Context: an optimization exercise on an open-source flow, tuned for small area. The choices shown serve that exercise and are no tape-out recipe.
In this exercise RTL edits were held to simulation tests only and were not proved equivalent to the original.
Power and IR drop assume default switching activity.

## cube_top
module cube_top( 
	input clk, 
	input rst,
	input [7:0] sw, 
	input btn_reset, 
	input btn_ccw, 
	input btn_cw,
	input btn_hrot, 
	input btn_vrot,
	output [7:0] seg, 
	output [3:0] an,
	output hsync,			 
	output vsync,			 
	output [2:0] red,		 
	output [2:0] green,	 
	output [1:0] blue		 
    );
	wire segtick;
	wire randclk;
	wire [1:0] digit;	 
	wire cw_press, ccw_press, hrot_press, vrot_press;
	wire [1:0] state;	 
	wire [15:0] bcd;	 
	wire [3:0] rand_num;	 
	clk_divider clk_divider(.clk(clk), .rst(rst), .segtick(segtick), .randclk(randclk), .hi(digit));
	seg_display seg_display(.clk(clk), .rst(rst), .segtick(segtick), .digit(digit), .state(state),
		.bcd(bcd), .seg(seg), .an(an));
	debouncing d1(.clk(clk), .rst(rst), .btn(btn_cw), .press(cw_press));
	debouncing d2(.clk(clk), .rst(rst), .btn(btn_ccw), .press(ccw_press));
	debouncing d3(.clk(clk), .rst(rst), .btn(btn_hrot), .press(hrot_press));
	debouncing d4(.clk(clk), .rst(rst), .btn(btn_vrot), .press(vrot_press));
	lfsr lfsr(.clk(clk), .rst(rst), .out(rand_num));
	logic_and_vga logic_and_vga(
		.clk(clk), .rst(rst), .randclk(randclk), .sw(sw), .btn_reset(btn_reset),
		.cw_press(cw_press), .ccw_press(ccw_press),
		.hrot_press(hrot_press), .vrot_press(vrot_press),
		.rand_num(rand_num), .state(state), .bcd(bcd),
		.hsync(hsync), .vsync(vsync), .red(red), .green(green), .blue(blue));
endmodule
==> flow/config.mk <==
export PLATFORM = sky130hd
export DESIGN_NAME = cube_top
export DESIGN_NICKNAME = cube_top
export VERILOG_FILES = /design/flow/design.v
export SDC_FILE = /design/flow/constraint.sdc
export NUM_CORES = 8
export LEC_CHECK = 0
export CAP_MARGIN = 20
export CORE_MARGIN = 2
export CORE_UTILIZATION = 25
export SLEW_MARGIN = 20
==> flow/constraint.sdc <==
create_clock -name core_clock -period 12.0 [get_ports {clk}]
set_input_delay 2.4000 -clock core_clock [delete_from_list [all_inputs] [get_ports {clk}]]
set_output_delay 2.4000 -clock core_clock [all_outputs]
set_load 0.01 [all_outputs]
run.sh (not shown) runs the stock make flow with config.mk's settings and CLKGATE_MAP_FILE= SYNTH_SCRIPT=/design/flow/synth_recipe.tcl, a recipe that flattens the netlist after the stock synthesis.
The first run completed with no timing, DRC or antenna violations.
Rerun with:
==> flow/flow/run.sh (new file) <==
#!/bin/bash
# Own layout flow: the standard flow (standard.sh), with one change: the
# combinational cells of the standard synthesis are re-mapped by ABC with an
# area-oriented script before the layout. The flip-flops are kept exactly as
# the standard synthesis made them (same instances, names and cells). Each
# tool's output goes to a log file in this folder.
set -euo pipefail
W=$(pwd)
R=$W/orfs/results/${FLOW_PLATFORM:-sky130hd}/cube_top/base
FH=${FLOW_HOME:-/OpenROAD-flow-scripts/flow}
LIB=$FH/platforms/sky130hd/lib/sky130_fd_sc_hd__tt_025C_1v80.lib
YOSYS=$FH/../tools/install/yosys/bin/yosys
[ -x "$YOSYS" ] || YOSYS=yosys

# 1. the standard synthesis
bash standard.sh synth > $W/log_1_standard_synth.txt 2>&1
cp $R/1_2_yosys.v $W/standard_synth.v

# 2. re-map the combinational cells (flip-flops kept as black boxes)
DU=$(sed -n '/DONT_USE_CELLS +=/,/^$/p' $FH/platforms/sky130hd/config.mk | grep -o 'sky130_fd_sc_hd__[a-z0-9_]*' | sed 's/^/-dont_use /' | tr '\n' ' ')
sed -e "s|@LIB@|$LIB|g" -e "s|@DU@|$DU|g" -e "s|@IN@|$W/standard_synth.v|g" -e "s|@OUT@|$W/remapped.v|g" \
    -e "s|@ABC@|$W/flow/remap.abc|g" -e "s|@CONSTR@|$W/flow/abc.constr|g" $W/flow/remap.ys > $W/remap_run.ys
$YOSYS -s $W/remap_run.ys > $W/log_2_remap.txt 2>&1
cp $W/remapped.v $R/1_2_yosys.v
rm -f $R/1_synth.odb $R/1_synth.sdc

# 3. the rest of the standard flow, from the re-mapped netlist
bash standard.sh > $W/log_3_standard_finish.txt 2>&1
test -f $W/out/final.def
==> flow/flow/abc.constr (new file) <==
set_driving_cell sky130_fd_sc_hd__buf_1
set_load 5
==> flow/flow/remap.abc (new file) <==
&get -n
&st
&syn2
&dch -f
&nf -R 1000
&put
buffer -c
topo
stime -c
upsize -c
dnsize -c
==> flow/flow/remap.ys (new file) <==
# Re-map the standard synthesis netlist: the flip-flops (sky130_fd_sc_hd__dfxtp_1)
# stay black boxes; the rest is flattened to logic and mapped again by ABC.
read_liberty -ignore_miss_func @LIB@
read_verilog @IN@
hierarchy -top cube_top
setattr -mod -set blackbox 1 sky130_fd_sc_hd__dfxtp_1
flatten
opt_clean -purge
abc -liberty @LIB@ @DU@ -script @ABC@ -constr @CONSTR@ -D 12000
opt_clean -purge
setundef -zero
hilomap -singleton -hicell sky130_fd_sc_hd__conb_1 HI -locell sky130_fd_sc_hd__conb_1 LO
insbuf -buf sky130_fd_sc_hd__buf_4 A X
splitnets
opt_clean -purge
read_liberty -lib @LIB@
tee -o /dev/stdout stat -liberty @LIB@
check -assert -mapped
write_verilog -noattr -nohex -nodec @OUT@
==> flow/standard.sh (new file) <==
#!/bin/bash
# synth_recipe.tcl (not shown) runs the flow's synth.tcl, then flattens the netlist and writes it again
# the make line also repeats each setting of config.mk as NAME=value (left out here)
make -C /OpenROAD-flow-scripts/flow DESIGN_CONFIG=/design/flow/config.mk WORK_HOME=/design/flow/orfs CLKGATE_MAP_FILE= SYNTH_SCRIPT=/design/flow/synth_recipe.tcl "${@:-finish}"
removed: flow/run.sh
Effect: Area after synthesis shrinks by 4.9%. Wire length stays flat. Power shrinks by 3.2%. Worst setup slack gets worse by 93 ps.

[what the ideal ports hide]
In the flow no input, the clock included, has a driving cell. The finished layouts below were timed again as built, in two steps. Step 1 assumes that a clkbuf_16 drives the clock port and a buf_2 every other input. Step 2 also shifts input and output timing later by t, the mid clock arrival at the registers, as if the neighbouring blocks saw the same clock. Three values: ideal ports, drivers, drivers and shift; two values: the first two.
run	t, ns	slack for setup (ns)	clock arrival spread, ns	worst register clock-pin slew, ns
the first run	0.641	4.008 / 4.033 / 3.392	0.021 / 0.021	0.06 / 0.06
the second run	0.667	3.915 / 3.940 / 3.274	0.015 / 0.015	0.07 / 0.07
After both steps every run listed still meets setup and hold. The setup slack of the second run, which loses most, moves by +0.025 ns with the drivers and by -0.641 ns with both steps.
